This is an optimization exercise on Yosys and OpenROAD, whose aim is small area, a short achievable clock period and few clock cycles per item, not a production implementation.
RTL that was checked went through simulation tests only; none was proved equivalent to the original.
Power and IR drop assume default switching activity.

==> run a: inputs <==
## cordic_engine
module cordic_engine
#(
    parameter IO_BW=32
)
(
    clk,
    rst_n,
    phase,
    mode,
    pop,
    valid_in,
    valid_out,
    result
);
make LEC_CHECK=0 ABC_AREA=1 CAP_MARGIN=20 CORE_MARGIN=2 CORE_UTILIZATION=40 PLACE_DENSITY=0.6 SETUP_SLACK_MARGIN=3.7 SLEW_MARGIN=20 finish   # period 6.0 ns
run.sh (not shown) runs the stock make flow with config.mk's settings and CLKGATE_MAP_FILE= SYNTH_SCRIPT=/design/flow/synth_recipe.tcl, a recipe that flattens the netlist after the stock synthesis.
==> run b (differences from run a) <==
--- a/flow/config.mk
+++ b/flow/config.mk
@@ -11,4 +11,6 @@
 export CORE_UTILIZATION = 40
+export CTS_CLUSTER_DIAMETER = 100
+export CTS_CLUSTER_SIZE = 30
 export PLACE_DENSITY = 0.6
-export SETUP_SLACK_MARGIN = 3.7
+export SETUP_SLACK_MARGIN = 3.8
 export SLEW_MARGIN = 20
==> comparison table <==
| quantity | run a | run b |
|---|---|---|
| Arrival @ worst endpoint | 2.68 ns | 2.42 ns |
| Beginning of the worst register-to-register path | u2n[5]$_DFF_P_ | u2n[4]$_DFF_P_ |
| Worst Reg-to-Reg Cells | 7 | 11 |
| Cell-internal power | 1.77 mW | 1.80 mW |
| Place WS | 3.18 ns | 3.22 ns |
| CP max FO | 12 | 15 |
| Result of the run | timing/DRC/antenna clean | timing/DRC/antenna clean |
| Min setup slack post-route | 3.54 ns | 3.78 ns |
| Amount of wire on met2 after detailed routing | 11100 um | 9520 um |
| Number of buffers and inverters on the critical path | 1 | 3 |
| Most frequent cell on the critical path | sky130_fd_sc_hd__o21ai_0 | sky130_fd_sc_hd__nand2_1 |
| Filler cells | 1479 | 1459 |
| Antenna diode count | 1 | 0 |
| First-pass GRT wire length | 38800 um | 36800 um |
| Sw Share | 58.2% | 57.2% |
| Combinational power | 2.80 mW | 2.70 mW |
| HPWL after DPL | 20100 um | 18500 um |
| Crit. path cell count | 7 | 11 |
| Crit. Startpoint | u2n[5]$_DFF_P_ | u2n[4]$_DFF_P_ |
| Post-cts resize count | 60 | 109 |
| Worst Hold Slack | 0.333 ns | 0.322 ns |
| Fraction of power consumed by sequential logic | 21.9% | 23.3% |
Testbench counts of run a, summed over its fixed seeds: cycles 16,032, items 16,000.
Testbench counts of run b, summed over its fixed seeds: cycles 16,032, items 16,000.

---

==> try-raven <==
cordic_engine, a different RTL version from the one above (not shown whole).
==> module cordic_engine, before the edit <==
module cordic_engine
#(
    parameter IO_BW=32
)
(
    clk,
    rst_n,
    phase,
    mode,
    pop,
    valid_in,
    valid_out,
    result
);
input   clk;
input   rst_n;
input   valid_in;
input   [IO_BW-1:0] phase;
input   [2:0] mode;
output  [IO_BW-1:0] result;
output reg valid_out;
output reg pop;
reg       v1;
reg [9:0] p1;
reg [2:0] m1;
always @(posedge clk) begin
    if (!rst_n) begin
        v1  <= 1'b0;
        pop <= 1'b1;
    end else begin
        v1  <= valid_in;
        pop <= 1'b0;
    end
    p1 <= phase[9:0];
    m1 <= mode;
end
wire dbl = (m1 == 3'd2) | (m1 == 3'd3) | (m1 == 3'd4);    
wire zer = (m1 > 3'd4);
wire m23 = (m1 == 3'd2) | (m1 == 3'd3);
wire g1 = (p1 >= 10'd90),  g2 = (p1 >= 10'd180), g3 = (p1 >= 10'd270), g4 = (p1 >= 10'd360);
wire g5 = (p1 >= 10'd450), g6 = (p1 >= 10'd540), g7 = (p1 >= 10'd630);
wire [2:0] r = {g4, (g2 & ~g4) | g6, (g1 & ~g2) | (g3 & ~g4) | (g5 & ~g6) | g7};
reg  [8:0] nc;
always @(*) begin
    case ({m1, r})
        6'o00: nc = {1'b0, 8'd0};
        6'o01: nc = {1'b0, 8'd0};
        6'o02: nc = {1'b1, 8'd105};
        6'o03: nc = {1'b1, 8'd105};
        6'o04: nc = {1'b0, 8'd152};
        6'o05: nc = {1'b0, 8'd152};
        6'o06: nc = {1'b1, 8'd209};
        6'o07: nc = {1'b1, 8'd209};
        6'o10: nc = {1'b1, 8'd181};
        6'o11: nc = {1'b1, 8'd181};
        6'o12: nc = {1'b0, 8'd76};
        6'o13: nc = {1'b0, 8'd76};
        6'o14: nc = {1'b1, 8'd29};
        6'o15: nc = {1'b1, 8'd29};
        6'o16: nc = {1'b0, 8'd228};
        6'o17: nc = {1'b0, 8'd228};
        6'o20: nc = {1'b1, 8'd181};
        6'o21: nc = {1'b0, 8'd76};
        6'o22: nc = {1'b1, 8'd29};
        6'o23: nc = {1'b0, 8'd228};
        6'o24: nc = {1'b1, 8'd133};
        6'o25: nc = {1'b0, 8'd124};
        6'o26: nc = {1'b1, 8'd237};
        6'o27: nc = {1'b0, 8'd20};
        6'o30: nc = {1'b1, 8'd181};
        6'o31: nc = {1'b0, 8'd76};
        6'o32: nc = {1'b1, 8'd29};
        6'o33: nc = {1'b0, 8'd228};
        6'o34: nc = {1'b1, 8'd133};
        6'o35: nc = {1'b0, 8'd124};
        6'o36: nc = {1'b1, 8'd237};
        6'o37: nc = {1'b0, 8'd20};
        6'o40: nc = {1'b0, 8'd0};
        6'o41: nc = {1'b1, 8'd105};
        6'o42: nc = {1'b0, 8'd152};
        6'o43: nc = {1'b1, 8'd209};
        6'o44: nc = {1'b0, 8'd48};
        6'o45: nc = {1'b1, 8'd57};
        6'o46: nc = {1'b0, 8'd200};
        6'o47: nc = {1'b1, 8'd161};
        6'o50: nc = {1'b0, 8'd0};
        6'o51: nc = {1'b0, 8'd0};
        6'o52: nc = {1'b0, 8'd0};
        6'o53: nc = {1'b0, 8'd0};
        6'o54: nc = {1'b0, 8'd0};
        6'o55: nc = {1'b0, 8'd0};
        6'o56: nc = {1'b0, 8'd0};
        6'o57: nc = {1'b0, 8'd0};
        6'o60: nc = {1'b0, 8'd0};
        6'o61: nc = {1'b0, 8'd0};
        6'o62: nc = {1'b0, 8'd0};
        6'o63: nc = {1'b0, 8'd0};
        6'o64: nc = {1'b0, 8'd0};
        6'o65: nc = {1'b0, 8'd0};
        6'o66: nc = {1'b0, 8'd0};
        6'o67: nc = {1'b0, 8'd0};
        6'o70: nc = {1'b0, 8'd0};
        6'o71: nc = {1'b0, 8'd0};
        6'o72: nc = {1'b0, 8'd0};
        6'o73: nc = {1'b0, 8'd0};
        6'o74: nc = {1'b0, 8'd0};
        6'o75: nc = {1'b0, 8'd0};
        6'o76: nc = {1'b0, 8'd0};
        6'o77: nc = {1'b0, 8'd0};
        default: nc = 9'd0;
    endcase
end
wire [7:0] pp = zer ? 8'd0 : dbl ? {p1[6:0], 1'b0} : p1[7:0];
wire [7:0] u  = (pp ^ {8{nc[8]}}) + nc[7:0];
wire n1  = (p1 > 10'd360);
wire nx  = (p1 > 10'd180) & (p1 <= 10'd540);
wire n1d = ((p1 > 10'd180) & (p1 < 10'd360)) | (p1 > 10'd540);
wire nxd = ((p1 > 10'd90) & (p1 <= 10'd270)) | ((p1 > 10'd450) & (p1 <= 10'd630));
wire inv = (m1 == 3'd0) ? n1 :
           (m1 == 3'd1) ? nx :
           (m1 == 3'd2) ? ~nxd :
           (m1 == 3'd3) ? nxd :
           (m1 == 3'd4) ? n1d : 1'b0;
wire sp = ((m1 == 3'd1) & ((p1 == 10'd90) | (p1 == 10'd270) | (p1 == 10'd450) | (p1 == 10'd630))) |
          (m23 & ((p1 == 10'd45) | (p1 == 10'd135) | (p1 == 10'd225) | (p1 == 10'd315) |
                  (p1 == 10'd405) | (p1 == 10'd495) | (p1 == 10'd585) | (p1 == 10'd675)));
reg       v2;
reg [7:0] u2;
reg       inv2, sh2, m23_2, sp2;
always @(posedge clk) begin
    if (!rst_n) v2 <= 1'b0;
    else        v2 <= v1;
    u2    <= u;
    inv2  <= inv;
    sh2   <= dbl & ~zer;
    m23_2 <= m23;
    sp2   <= sp;
end
wire [15:0] t;
controller controller (.u(u2), .v(t));
wire [15:0] v = {t[15:3], sp2 ? 3'b100 : t[2:0]};
reg  [14:0] r_lo;
reg         r15, rs;
always @(posedge clk) begin
    if (!rst_n) valid_out <= 1'b0;
    else        valid_out <= v2;
    r_lo <= (sh2 ? v[15:1] : v[14:0]) ^ {15{inv2}};
    r15  <= sh2 ? (m23_2 ^ inv2) : (v[15] ^ inv2);
    rs   <= ~m23_2 & inv2;
end
assign result = {{16{rs}}, r15, r_lo};
endmodule
clock: 6.0 ns
lec_check: 0
cap_margin: 20
core_margin: 2
core_utilization: 40
place_density: 0.6
setup_slack_margin: 3.5
slew_margin: 20
==> try-pepper: changes against try-raven <==
--- a/flow/design.v
+++ b/flow/design.v
@@ -59,7 +59,26 @@
 output reg valid_out;
 output reg pop;
-reg       v1;
-reg [9:0] p1;
-reg [2:0] m1;
+wire [9:0] p = phase[9:0];
+wire dbl = (mode == 3'd2) | (mode == 3'd3) | (mode == 3'd4);    
+wire zer = (mode > 3'd4);
+wire g1 = (p >= 10'd90),  g2 = (p >= 10'd180), g3 = (p >= 10'd270), g4 = (p >= 10'd360);
+wire g5 = (p >= 10'd450), g6 = (p >= 10'd540), g7 = (p >= 10'd630);
+wire [2:0] r = {g4, (g2 & ~g4) | g6, (g1 & ~g2) | (g3 & ~g4) | (g5 & ~g6) | g7};
+wire n1  = (p > 10'd360);
+wire nx  = (p > 10'd180) & (p <= 10'd540);
+wire n1d = ((p > 10'd180) & (p < 10'd360)) | (p > 10'd540);
+wire nxd = ((p > 10'd90) & (p <= 10'd270)) | ((p > 10'd450) & (p <= 10'd630));
+wire inv = (mode == 3'd0) ? n1 :
+           (mode == 3'd1) ? nx :
+           (mode == 3'd2) ? ~nxd :
+           (mode == 3'd3) ? nxd :
+           (mode == 3'd4) ? n1d : 1'b0;
+wire sp = ((mode == 3'd1) & ((p == 10'd90) | (p == 10'd270) | (p == 10'd450) | (p == 10'd630))) |
+          (((mode == 3'd2) | (mode == 3'd3)) &
+           ((p == 10'd45)  | (p == 10'd135) | (p == 10'd225) | (p == 10'd315) |
+            (p == 10'd405) | (p == 10'd495) | (p == 10'd585) | (p == 10'd675)));
+reg       v1, inv1, sp1;
+reg [7:0] pp1;
+reg [2:0] r1, m1;
 always @(posedge clk) begin
     if (!rst_n) begin
@@ -70,16 +89,13 @@
         pop <= 1'b0;
     end
-    p1 <= phase[9:0];
-    m1 <= mode;
+    pp1  <= zer ? 8'd0 : dbl ? {p[6:0], 1'b0} : p[7:0];
+    r1   <= r;
+    m1   <= mode;
+    inv1 <= inv;
+    sp1  <= sp;
 end
-wire dbl = (m1 == 3'd2) | (m1 == 3'd3) | (m1 == 3'd4);    
-wire zer = (m1 > 3'd4);
-wire m23 = (m1 == 3'd2) | (m1 == 3'd3);
-wire g1 = (p1 >= 10'd90),  g2 = (p1 >= 10'd180), g3 = (p1 >= 10'd270), g4 = (p1 >= 10'd360);
-wire g5 = (p1 >= 10'd450), g6 = (p1 >= 10'd540), g7 = (p1 >= 10'd630);
-wire [2:0] r = {g4, (g2 & ~g4) | g6, (g1 & ~g2) | (g3 & ~g4) | (g5 & ~g6) | g7};
 reg  [8:0] nc;
 always @(*) begin
-    case ({m1, r})
+    case ({m1, r1})
         6'o00: nc = {1'b0, 8'd0};
         6'o01: nc = {1'b0, 8'd0};
@@ -149,29 +165,15 @@
     endcase
 end
-wire [7:0] pp = zer ? 8'd0 : dbl ? {p1[6:0], 1'b0} : p1[7:0];
-wire [7:0] u  = (pp ^ {8{nc[8]}}) + nc[7:0];
-wire n1  = (p1 > 10'd360);
-wire nx  = (p1 > 10'd180) & (p1 <= 10'd540);
-wire n1d = ((p1 > 10'd180) & (p1 < 10'd360)) | (p1 > 10'd540);
-wire nxd = ((p1 > 10'd90) & (p1 <= 10'd270)) | ((p1 > 10'd450) & (p1 <= 10'd630));
-wire inv = (m1 == 3'd0) ? n1 :
-           (m1 == 3'd1) ? nx :
-           (m1 == 3'd2) ? ~nxd :
-           (m1 == 3'd3) ? nxd :
-           (m1 == 3'd4) ? n1d : 1'b0;
-wire sp = ((m1 == 3'd1) & ((p1 == 10'd90) | (p1 == 10'd270) | (p1 == 10'd450) | (p1 == 10'd630))) |
-          (m23 & ((p1 == 10'd45) | (p1 == 10'd135) | (p1 == 10'd225) | (p1 == 10'd315) |
-                  (p1 == 10'd405) | (p1 == 10'd495) | (p1 == 10'd585) | (p1 == 10'd675)));
-reg       v2;
+wire [7:0] u = (pp1 ^ {8{nc[8]}}) + nc[7:0];
+reg       v2, inv2, sh2, m23_2, sp2;
 reg [7:0] u2;
-reg       inv2, sh2, m23_2, sp2;
 always @(posedge clk) begin
     if (!rst_n) v2 <= 1'b0;
     else        v2 <= v1;
     u2    <= u;
-    inv2  <= inv;
-    sh2   <= dbl & ~zer;
-    m23_2 <= m23;
-    sp2   <= sp;
+    inv2  <= inv1;
+    sh2   <= (m1 == 3'd2) | (m1 == 3'd3) | (m1 == 3'd4);
+    m23_2 <= (m1 == 3'd2) | (m1 == 3'd3);
+    sp2   <= sp1;
 end
 wire [15:0] t;
SETUP_SLACK_MARGIN = 3.8   (was 3.5)
==> notes <==
Final area: try-pepper is higher than try-raven (9.4%). First-iteration DRC count: try-pepper is larger than try-raven (3.3%). Between try-raven and try-pepper, the lower core utilization is in try-raven (gap 5.0 points). Against try-pepper, the register-to-register slack of try-raven is worse by 0.85 ns. Against try-pepper, the flip-flop and latch count of try-raven is lower by 7. Between try-raven and try-pepper, the lower synthesized cell count is in try-pepper (gap about 1.1%, measured against try-pepper). Via count: try-raven is lower than try-pepper (about 2.7%). try-raven finished clean. try-pepper went through all stages and came out clean. Between try-raven and try-pepper, the lower sequential power is in try-raven (gap about 1%, measured against try-pepper).
==> figures <==
| metric | try-pepper | try-raven |
|---|---|---|
| Buffers & Inverters on Critical Path | 2 | 0 |
| Inverters | 21 | 27 |
| Largest voltage drop on the vdd net | 0.0002380 V | 0.0002380 V |
| Final worst clock skew | 0.005564 ns | 0.009339 ns |
| Final std cell area, no fill | 9203 µm² | 8414 µm² |
| Num sequential | 53 | 46 |
| Highest-delay cell along the critical path | o311a_1 | or3_4 |
| Switching part of the total | 0.5420 | 0.5494 |
| Register bit count reported by yosys | 53 | 46 |
| Total power | 5.258 mW | 4.628 mW |
| Highest attainable clock frequency | 338.4 MHz | 280.0 MHz |
| Worst R2R Start | u2[0] | p1[7] |
| Clock buffer and inverter area fraction after layout | 0.01672 | 0.01770 |
| Aggregate routed wire length | 29900 µm | 28100 µm |
| Beginning of the critical path | phase[1] | p1[7] |
| Worst Reg2Reg Path Length in Cells | 14 | 16 |
| Status | finished clean | finished clean |
| Combinational Power | 4.39 mW | 3.78 mW |
No functional check of the RTL was part of any run of this note.

---

==> v14: inputs <==
Another version of the RTL of cordic_engine (not shown whole).
Design cordic_engine, start of the top module:
module cordic_engine
#(
    parameter IO_BW=32
)
(
    clk,
    rst_n,
    phase,
    mode,
    pop,
    valid_in,
    valid_out,
    result
);
input   clk;
input   rst_n;
input   valid_in;
input   [IO_BW-1:0] phase;
input   [2:0] mode;
output  [IO_BW-1:0] result;
output reg valid_out;
output reg pop;
wire [9:0] p = phase[9:0];
wire dbl = (mode == 3'd2) | (mode == 3'd3) | (mode == 3'd4);    
wire zer = (mode > 3'd4);
function gt;
    input [9:0] a;
    input [9:0] k;
    integer i;
    begin
        gt = 1'b0;
        for (i = 0; i < 10; i = i + 1)
            gt = k[i] ? (a[i] & gt) : (a[i] | gt);
    end
endfunction
wire g1 = gt(p, 10'd90),  g2 = gt(p, 10'd180), g3 = gt(p, 10'd270), g4 = gt(p, 10'd360);
wire g5 = gt(p, 10'd450), g6 = gt(p, 10'd540), g7 = gt(p, 10'd630);
wire [2:0] r = {g4, (g2 & ~g4) | g6, (g1 & ~g2) | (g3 & ~g4) | (g5 & ~g6) | g7};
wire [7:0] pp = zer ? 8'd0 : dbl ? {p[6:0], 1'b0} : p[7:0];
reg       v1;
reg [7:0] pp1;
reg [2:0] r1;
reg       c0, c1, c2, c3, c4;    
always @(posedge clk) begin
    if (!rst_n) begin
        v1  <= 1'b0;
        pop <= 1'b1;
    end else begin
        v1  <= valid_in;
        pop <= 1'b0;
    end
    pp1 <= pp;
    r1  <= r;
    c0  <= (mode == 3'd0);
    c1  <= (mode == 3'd1);
    c2  <= (mode == 3'd2);
    c3  <= (mode == 3'd3);
    c4  <= (mode == 3'd4);
end
wire [9:0] lut;
assign lut[0] = (c0 & ((r1[1]))) |
    (c1 & ((~r1[1]))) |
    ((c2 | c3) & ((~r1[0]))) |
    (c4 & ((r1[0])));
assign lut[1] = 1'b0;
assign lut[2] = c1 |
    (c2 | c3);
assign lut[3] = (c0 & ((~r1[2] & r1[1]) | (r1[2] & ~r1[1]))) |
  ...
==> module cordic_engine, before the edit <==
module cordic_engine
#(
    parameter IO_BW=32
)
(
    clk,
    rst_n,
    phase,
    mode,
    pop,
    valid_in,
    valid_out,
    result
);
input   clk;
input   rst_n;
input   valid_in;
input   [IO_BW-1:0] phase;
input   [2:0] mode;
output  [IO_BW-1:0] result;
output reg valid_out;
output reg pop;
wire [9:0] p = phase[9:0];
wire dbl = (mode == 3'd2) | (mode == 3'd3) | (mode == 3'd4);    
wire zer = (mode > 3'd4);
function gt;
    input [9:0] a;
    input [9:0] k;
    integer i;
    begin
        gt = 1'b0;
        for (i = 0; i < 10; i = i + 1)
            gt = k[i] ? (a[i] & gt) : (a[i] | gt);
    end
endfunction
wire g1 = gt(p, 10'd90),  g2 = gt(p, 10'd180), g3 = gt(p, 10'd270), g4 = gt(p, 10'd360);
wire g5 = gt(p, 10'd450), g6 = gt(p, 10'd540), g7 = gt(p, 10'd630);
wire [2:0] r = {g4, (g2 & ~g4) | g6, (g1 & ~g2) | (g3 & ~g4) | (g5 & ~g6) | g7};
wire [7:0] pp = zer ? 8'd0 : dbl ? {p[6:0], 1'b0} : p[7:0];
reg       v1;
reg [7:0] pp1;
reg [2:0] r1;
reg       c0, c1, c2, c3, c4;    
always @(posedge clk) begin
    if (!rst_n) begin
        v1  <= 1'b0;
        pop <= 1'b1;
    end else begin
        v1  <= valid_in;
        pop <= 1'b0;
    end
    pp1 <= pp;
    r1  <= r;
    c0  <= (mode == 3'd0);
    c1  <= (mode == 3'd1);
    c2  <= (mode == 3'd2);
    c3  <= (mode == 3'd3);
    c4  <= (mode == 3'd4);
end
wire [9:0] lut;
assign lut[0] = (c0 & ((r1[1]))) |
    (c1 & ((~r1[1]))) |
    ((c2 | c3) & ((~r1[0]))) |
    (c4 & ((r1[0])));
assign lut[1] = 1'b0;
assign lut[2] = c1 |
    (c2 | c3);
assign lut[3] = (c0 & ((~r1[2] & r1[1]) | (r1[2] & ~r1[1]))) |
    (c1 & ((~r1[2] & r1[1]) | (r1[2] & ~r1[1]))) |
    ((c2 | c3) & ((~r1[1] & r1[0]) | (r1[1] & ~r1[0]))) |
    (c4 & ((~r1[1] & r1[0]) | (r1[1] & ~r1[0])));
assign lut[4] = (c0 & ((r1[2]))) |
    (c1 & ((~r1[1]))) |
    ((c2 | c3) & ((~r1[2] & ~r1[0]) | (r1[2] & r1[0]))) |
    (c4 & ((~r1[2] & r1[1]) | (r1[2] & ~r1[1])));
assign lut[5] = (c0 & ((~r1[2] & r1[1]))) |
    (c1 & ((~r1[2] & ~r1[1]) | (r1[2] & r1[1]))) |
    ((c2 | c3) & ((~r1[2] & ~r1[1] & ~r1[0]) | (~r1[2] & r1[1] & r1[0]) | (r1[2] & ~r1[1] & r1[0]) | (r1[2] & r1[1] & ~r1[0]))) |
    (c4 & ((~r1[1] & r1[0]) | (r1[2] & ~r1[1]) | (r1[2] & r1[0])));
assign lut[6] = (c0 & ((r1[1]))) |
    (c1 & ((r1[1]))) |
    ((c2 | c3) & ((~r1[2] & r1[0]) | (~r1[1] & r1[0]) | (r1[2] & r1[1] & ~r1[0]))) |
    (c4 & ((~r1[2] & r1[0]) | (r1[2] & r1[1] & ~r1[0])));
assign lut[7] = (c0 & ((r1[2]))) |
    (c1 & ((~r1[2] & ~r1[1]) | (r1[2] & r1[1]))) |
    ((c2 | c3) & ((~r1[1] & ~r1[0]) | (~r1[2] & r1[1] & r1[0]) | (r1[2] & ~r1[0]))) |
    (c4 & ((r1[1])));
assign lut[8] = (c0 & ((r1[1]))) |
    (c1 & ((~r1[1]))) |
    ((c2 | c3) & ((~r1[0]))) |
    (c4 & ((r1[0])));
assign lut[9] = (c0 & ((r1[2]))) |
    (c1 & ((~r1[2] & r1[1]) | (r1[2] & ~r1[1]))) |
    (c2 & ((~r1[1] & ~r1[0]) | (r1[1] & r1[0]))) |
    (c3 & ((~r1[1] & r1[0]) | (r1[1] & ~r1[0]))) |
    (c4 & ((r1[1])));
wire [7:0] u = (pp1 ^ {8{lut[8]}}) + lut[7:0];
reg       v2, inv2, sh2, m23_2, isx2;
reg [7:0] u2;
always @(posedge clk) begin
    if (!rst_n) v2 <= 1'b0;
    else        v2 <= v1;
    u2    <= u;
    inv2  <= lut[9] & ~(c4 & (r1 == 3'd3) & (pp1 == 8'd208));
    sh2   <= c2 | c3 | c4;
    m23_2 <= c2 | c3;
    isx2  <= c1 | c2 | c3;
end
wire [15:0] t;
controller controller (.u(u2), .v(t));
wire sp = isx2 & (u2 == 8'd90);
reg        v3, inv3, sh3, m23_3;
reg [15:0] t3;
always @(posedge clk) begin
    if (!rst_n) v3 <= 1'b0;
    else        v3 <= v2;
    t3    <= {t[15:3], sp ? 3'b100 : t[2:0]};
    inv3  <= inv2;
    sh3   <= sh2;
    m23_3 <= m23_2;
end
reg  [14:0] r_lo;
reg         r15, rs;
always @(posedge clk) begin
    if (!rst_n) valid_out <= 1'b0;
    else        valid_out <= v3;
    r_lo <= (sh3 ? t3[15:1] : t3[14:0]) ^ {15{inv3}};
    r15  <= sh3 ? (m23_3 ^ inv3) : (t3[15] ^ inv3);
    rs   <= ~m23_3 & inv3;
end
assign result = {{16{rs}}, r15, r_lo};
endmodule
export LEC_CHECK = 0
export ABC_AREA = 1
export CAP_MARGIN = 20
export CORE_MARGIN = 2
export CORE_UTILIZATION = 40
export PLACE_DENSITY = 0.6
export SETUP_SLACK_MARGIN = 3.9
export SLEW_MARGIN = 20
create_clock -name core_clock -period 6.0 [get_ports {clk}]
==> inputs of v37, as changes to v14 <==
--- a/flow/design.v
+++ b/flow/design.v
@@ -1123,8 +1123,7 @@
 wire [7:0] pp = zer ? 8'd0 : dbl ? {p[6:0], 1'b0} : p[7:0];
 reg       v1;
 reg [7:0] pp1;
-reg [2:0] r1;
-reg       c0, c1, c2, c3, c4;    
+reg [2:0] r1, m1;
 always @(posedge clk) begin
     if (!rst_n) begin
         v1  <= 1'b0;
@@ -1135,49 +1134,64 @@
     end
     pp1 <= pp;
     r1  <= r;
-    c0  <= (mode == 3'd0);
-    c1  <= (mode == 3'd1);
-    c2  <= (mode == 3'd2);
-    c3  <= (mode == 3'd3);
-    c4  <= (mode == 3'd4);
+    m1  <= mode;
 end
+wire [5:0] la = {m1, r1};
 wire [9:0] lut;
-assign lut[0] = (c0 & ((r1[1]))) |
-    (c1 & ((~r1[1]))) |
-    ((c2 | c3) & ((~r1[0]))) |
-    (c4 & ((r1[0])));
+assign lut[0] = (~la[5] & ~la[4] & la[3] & ~la[1]) |
+    (~la[5] & la[4] & ~la[0]) |
+    (la[5] & ~la[4] & ~la[3] & la[0]) |
+    (~la[5] & ~la[4] & ~la[3] & la[1]);
 assign lut[1] = 1'b0;
-assign lut[2] = c1 |
-    (c2 | c3);
-assign lut[3] = (c0 & ((~r1[2] & r1[1]) | (r1[2] & ~r1[1]))) |
-    (c1 & ((~r1[2] & r1[1]) | (r1[2] & ~r1[1]))) |
-    ((c2 | c3) & ((~r1[1] & r1[0]) | (r1[1] & ~r1[0]))) |
-    (c4 & ((~r1[1] & r1[0]) | (r1[1] & ~r1[0])));
-assign lut[4] = (c0 & ((r1[2]))) |
-    (c1 & ((~r1[1]))) |
-    ((c2 | c3) & ((~r1[2] & ~r1[0]) | (r1[2] & r1[0]))) |
-    (c4 & ((~r1[2] & r1[1]) | (r1[2] & ~r1[1])));
-assign lut[5] = (c0 & ((~r1[2] & r1[1]))) |
-    (c1 & ((~r1[2] & ~r1[1]) | (r1[2] & r1[1]))) |
-    ((c2 | c3) & ((~r1[2] & ~r1[1] & ~r1[0]) | (~r1[2] & r1[1] & r1[0]) | (r1[2] & ~r1[1] & r1[0]) | (r1[2] & r1[1] & ~r1[0]))) |
-    (c4 & ((~r1[1] & r1[0]) | (r1[2] & ~r1[1]) | (r1[2] & r1[0])));
-assign lut[6] = (c0 & ((r1[1]))) |
-    (c1 & ((r1[1]))) |
-    ((c2 | c3) & ((~r1[2] & r1[0]) | (~r1[1] & r1[0]) | (r1[2] & r1[1] & ~r1[0]))) |
-    (c4 & ((~r1[2] & r1[0]) | (r1[2] & r1[1] & ~r1[0])));
-assign lut[7] = (c0 & ((r1[2]))) |
-    (c1 & ((~r1[2] & ~r1[1]) | (r1[2] & r1[1]))) |
-    ((c2 | c3) & ((~r1[1] & ~r1[0]) | (~r1[2] & r1[1] & r1[0]) | (r1[2] & ~r1[0]))) |
-    (c4 & ((r1[1])));
-assign lut[8] = (c0 & ((r1[1]))) |
-    (c1 & ((~r1[1]))) |
-    ((c2 | c3) & ((~r1[0]))) |
-    (c4 & ((r1[0])));
-assign lut[9] = (c0 & ((r1[2]))) |
-    (c1 & ((~r1[2] & r1[1]) | (r1[2] & ~r1[1]))) |
-    (c2 & ((~r1[1] & ~r1[0]) | (r1[1] & r1[0]))) |
-    (c3 & ((~r1[1] & r1[0]) | (r1[1] & ~r1[0]))) |
-    (c4 & ((r1[1])));
+assign lut[2] = (~la[5] & la[3]) |
+    (~la[5] & la[4]);
+assign lut[3] = (~la[5] & ~la[4] & ~la[2] & la[1]) |
+    (~la[5] & ~la[4] & la[2] & ~la[1]) |
+    (~la[5] & la[4] & ~la[1] & la[0]) |
+    (~la[5] & la[4] & la[1] & ~la[0]) |
+    (la[5] & ~la[4] & ~la[3] & ~la[1] & la[0]) |
+    (la[5] & ~la[4] & ~la[3] & la[1] & ~la[0]);
+assign lut[4] = (~la[5] & ~la[4] & ~la[3] & la[2]) |
+    (~la[5] & ~la[4] & la[3] & ~la[1]) |
+    (~la[5] & la[4] & ~la[2] & ~la[0]) |
+    (~la[5] & la[4] & la[2] & la[0]) |
+    (la[5] & ~la[4] & ~la[3] & ~la[2] & la[1]) |
+    (~la[4] & ~la[3] & la[2] & ~la[1]);
+assign lut[5] = (~la[5] & ~la[4] & ~la[3] & ~la[2] & la[1]) |
+    (~la[5] & ~la[4] & la[3] & ~la[2] & ~la[1]) |
+    (~la[5] & ~la[4] & la[3] & la[2] & la[1]) |
+    (~la[5] & la[4] & ~la[2] & ~la[1] & ~la[0]) |
+    (~la[5] & la[4] & la[2] & ~la[1] & la[0]) |
+    (~la[5] & la[4] & la[2] & la[1] & ~la[0]) |
+    (~la[5] & la[4] & ~la[2] & la[1] & la[0]) |
+    (la[5] & ~la[4] & ~la[3] & ~la[1] & la[0]) |
+    (la[5] & ~la[4] & ~la[3] & la[2] & ~la[1]) |
+    (la[5] & ~la[4] & ~la[3] & la[2] & la[0]);
+assign lut[6] = (~la[5] & ~la[4] & la[1]) |
+    (~la[5] & la[4] & ~la[1] & la[0]) |
+    (~la[5] & la[2] & la[1] & ~la[0]) |
+    (la[5] & ~la[4] & ~la[3] & ~la[2] & la[0]) |
+    (~la[4] & ~la[3] & la[2] & la[1] & ~la[0]) |
+    (~la[5] & ~la[2] & la[1] & la[0]);
+assign lut[7] = (~la[5] & ~la[4] & ~la[3] & la[2]) |
+    (~la[5] & ~la[4] & la[3] & ~la[2] & ~la[1]) |
+    (~la[5] & ~la[4] & la[2] & la[1]) |
+    (~la[5] & la[4] & ~la[1] & ~la[0]) |
+    (~la[5] & la[4] & ~la[2] & la[1] & la[0]) |
+    (la[5] & ~la[4] & ~la[3] & la[1]) |
+    (~la[5] & la[2] & la[1] & ~la[0]);
+assign lut[8] = (~la[5] & ~la[4] & la[3] & ~la[1]) |
+    (~la[5] & la[4] & ~la[0]) |
+    (la[5] & ~la[4] & ~la[3] & la[0]) |
+    (~la[5] & ~la[4] & ~la[3] & la[1]);
+assign lut[9] = (~la[5] & ~la[4] & la[3] & ~la[2] & la[1]) |
+    (~la[5] & ~la[4] & la[2] & ~la[1]) |
+    (~la[5] & la[4] & ~la[3] & ~la[1] & ~la[0]) |
+    (~la[5] & la[4] & ~la[3] & la[1] & la[0]) |
+    (~la[5] & la[4] & la[3] & ~la[1] & la[0]) |
+    (~la[5] & la[4] & la[3] & la[1] & ~la[0]) |
+    (la[5] & ~la[4] & ~la[3] & la[1]) |
+    (~la[5] & ~la[4] & ~la[3] & la[2]);
 wire [7:0] u = (pp1 ^ {8{lut[8]}}) + lut[7:0];
 reg       v2, inv2, sh2, m23_2, isx2;
 reg [7:0] u2;
@@ -1185,10 +1199,10 @@
     if (!rst_n) v2 <= 1'b0;
     else        v2 <= v1;
     u2    <= u;
-    inv2  <= lut[9] & ~(c4 & (r1 == 3'd3) & (pp1 == 8'd208));
-    sh2   <= c2 | c3 | c4;
-    m23_2 <= c2 | c3;
-    isx2  <= c1 | c2 | c3;
+    inv2  <= lut[9] & ~((m1 == 3'd4) & (r1 == 3'd3) & (pp1 == 8'd208));
+    sh2   <= (m1 == 3'd2) | (m1 == 3'd3) | (m1 == 3'd4);
+    m23_2 <= (m1 == 3'd2) | (m1 == 3'd3);
+    isx2  <= (m1 == 3'd1) | (m1 == 3'd2) | (m1 == 3'd3);
 end
 wire [15:0] t;
 controller controller (.u(u2), .v(t));
==> inputs of v10, as changes to v14 <==
Settings changed: SETUP_SLACK_MARGIN 3.9 to 4.1.
==> inputs of v22, as changes to v14 <==
--- a/flow/design.v
+++ b/flow/design.v
@@ -1204,13 +1204,14 @@
     m23_3 <= m23_2;
 end
 reg  [14:0] r_lo;
-reg         r15, rs;
+reg         r15, rs, rsv;
 always @(posedge clk) begin
     if (!rst_n) valid_out <= 1'b0;
     else        valid_out <= v3;
     r_lo <= (sh3 ? t3[15:1] : t3[14:0]) ^ {15{inv3}};
     r15  <= sh3 ? (m23_3 ^ inv3) : (t3[15] ^ inv3);
     rs   <= ~m23_3 & inv3;
+    rsv  <= ~m23_3 & inv3 & v3;    
 end
-assign result = {{16{rs}}, r15, r_lo};
+assign result = {{8{rs}}, {8{rsv}}, r15, r_lo};
 endmodule
Settings changed: CORE_UTILIZATION 40 to 50, PLACE_DENSITY 0.6 to 0.7, SETUP_SLACK_MARGIN 3.9 to 3.8.
==> notes <==
Between v37 and v22, the lower register-to-register slack is in v22 (gap 0.08 ns).
First-iteration DRC count: v14 < v10 < v37 < v22.
Worst setup slack: v22 < v37 < v14 < v10.
Clock skew, lowest first: v14, v22, v10, v37.
The lowest worst hold slack belongs to v10, the highest to v22.
Against v10, the cell area of v37 is smaller by about 10%.
Between v14 and v22, the lower flip-flop and latch count is in v14 (gap 1).
In v22 the synthesized area is higher than in v14, by 1.4%.
v22 passed the timing, design-rule and antenna checks. v10 passed the timing, design-rule and antenna checks. v37 produced a clean layout. v14 finished clean.
Maximum frequency, highest first: v10, v14, v37, v22.
Testbench counts of v14, summed over its fixed seeds: cycles 16,032, items 16,000.
Testbench counts of v37, summed over its fixed seeds: cycles 16,032, items 16,000.
Testbench counts of v10, summed over its fixed seeds: cycles 16,032, items 16,000.
For v22, only the layout was checked, not whether the RTL still works.

-- port drivers added, routing unchanged --
No port has a modelled driver above. Below, the same layouts with a new extraction and two added sets of constraints. Step 1: set_driving_cell puts a clkbuf_16 on clk and a buf_2 on each other input, an assumption about the parent block. Step 2 times the ports against the registers' clock, not the clock port: input delays grow and output delays shrink by t, the midpoint of the rising clock arrivals with the driver on. Slacks: no drivers / after step 1 / after step 2; pairs: no drivers / after step 1.
run | t (ns) | setup slack, ns | worst setup path after step 2 | latest minus earliest clock arrival (ns) | pins driven straight from the clock port
run a | 0.384 | 3.544 / 3.544 / 3.455 | input to register | 0.008 / 0.009 | 1
run b | 0.384 | 3.779 / 3.779 / 3.555 | input to register | 0.006 / 0.007 | 1
try-raven | 0.333 | 2.429 / 2.429 / 2.429 | register to register | 0.009 / 0.009 | 1
try-pepper | 0.331 | 3.045 / 3.035 / 2.704 | input to register | 0.006 / 0.006 | 1
v14 | 0.375 | 3.823 / 3.780 / 3.618 | input to register | 0.007 / 0.006 | 1
v37 | 0.372 | 3.736 / 3.693 / 3.599 | input to register | 0.011 / 0.011 | 1
v10 | 0.378 | 3.832 / 3.800 / 3.813 | input to register | 0.008 / 0.008 | 1
v22 | 0.372 | 3.716 / 3.716 / 3.534 | input to register | 0.007 / 0.006 | 1
After both steps setup and hold are still met in every run listed. The setup slack of try-pepper, which loses most, moves by -0.010 ns with the drivers and by -0.341 ns with both steps.
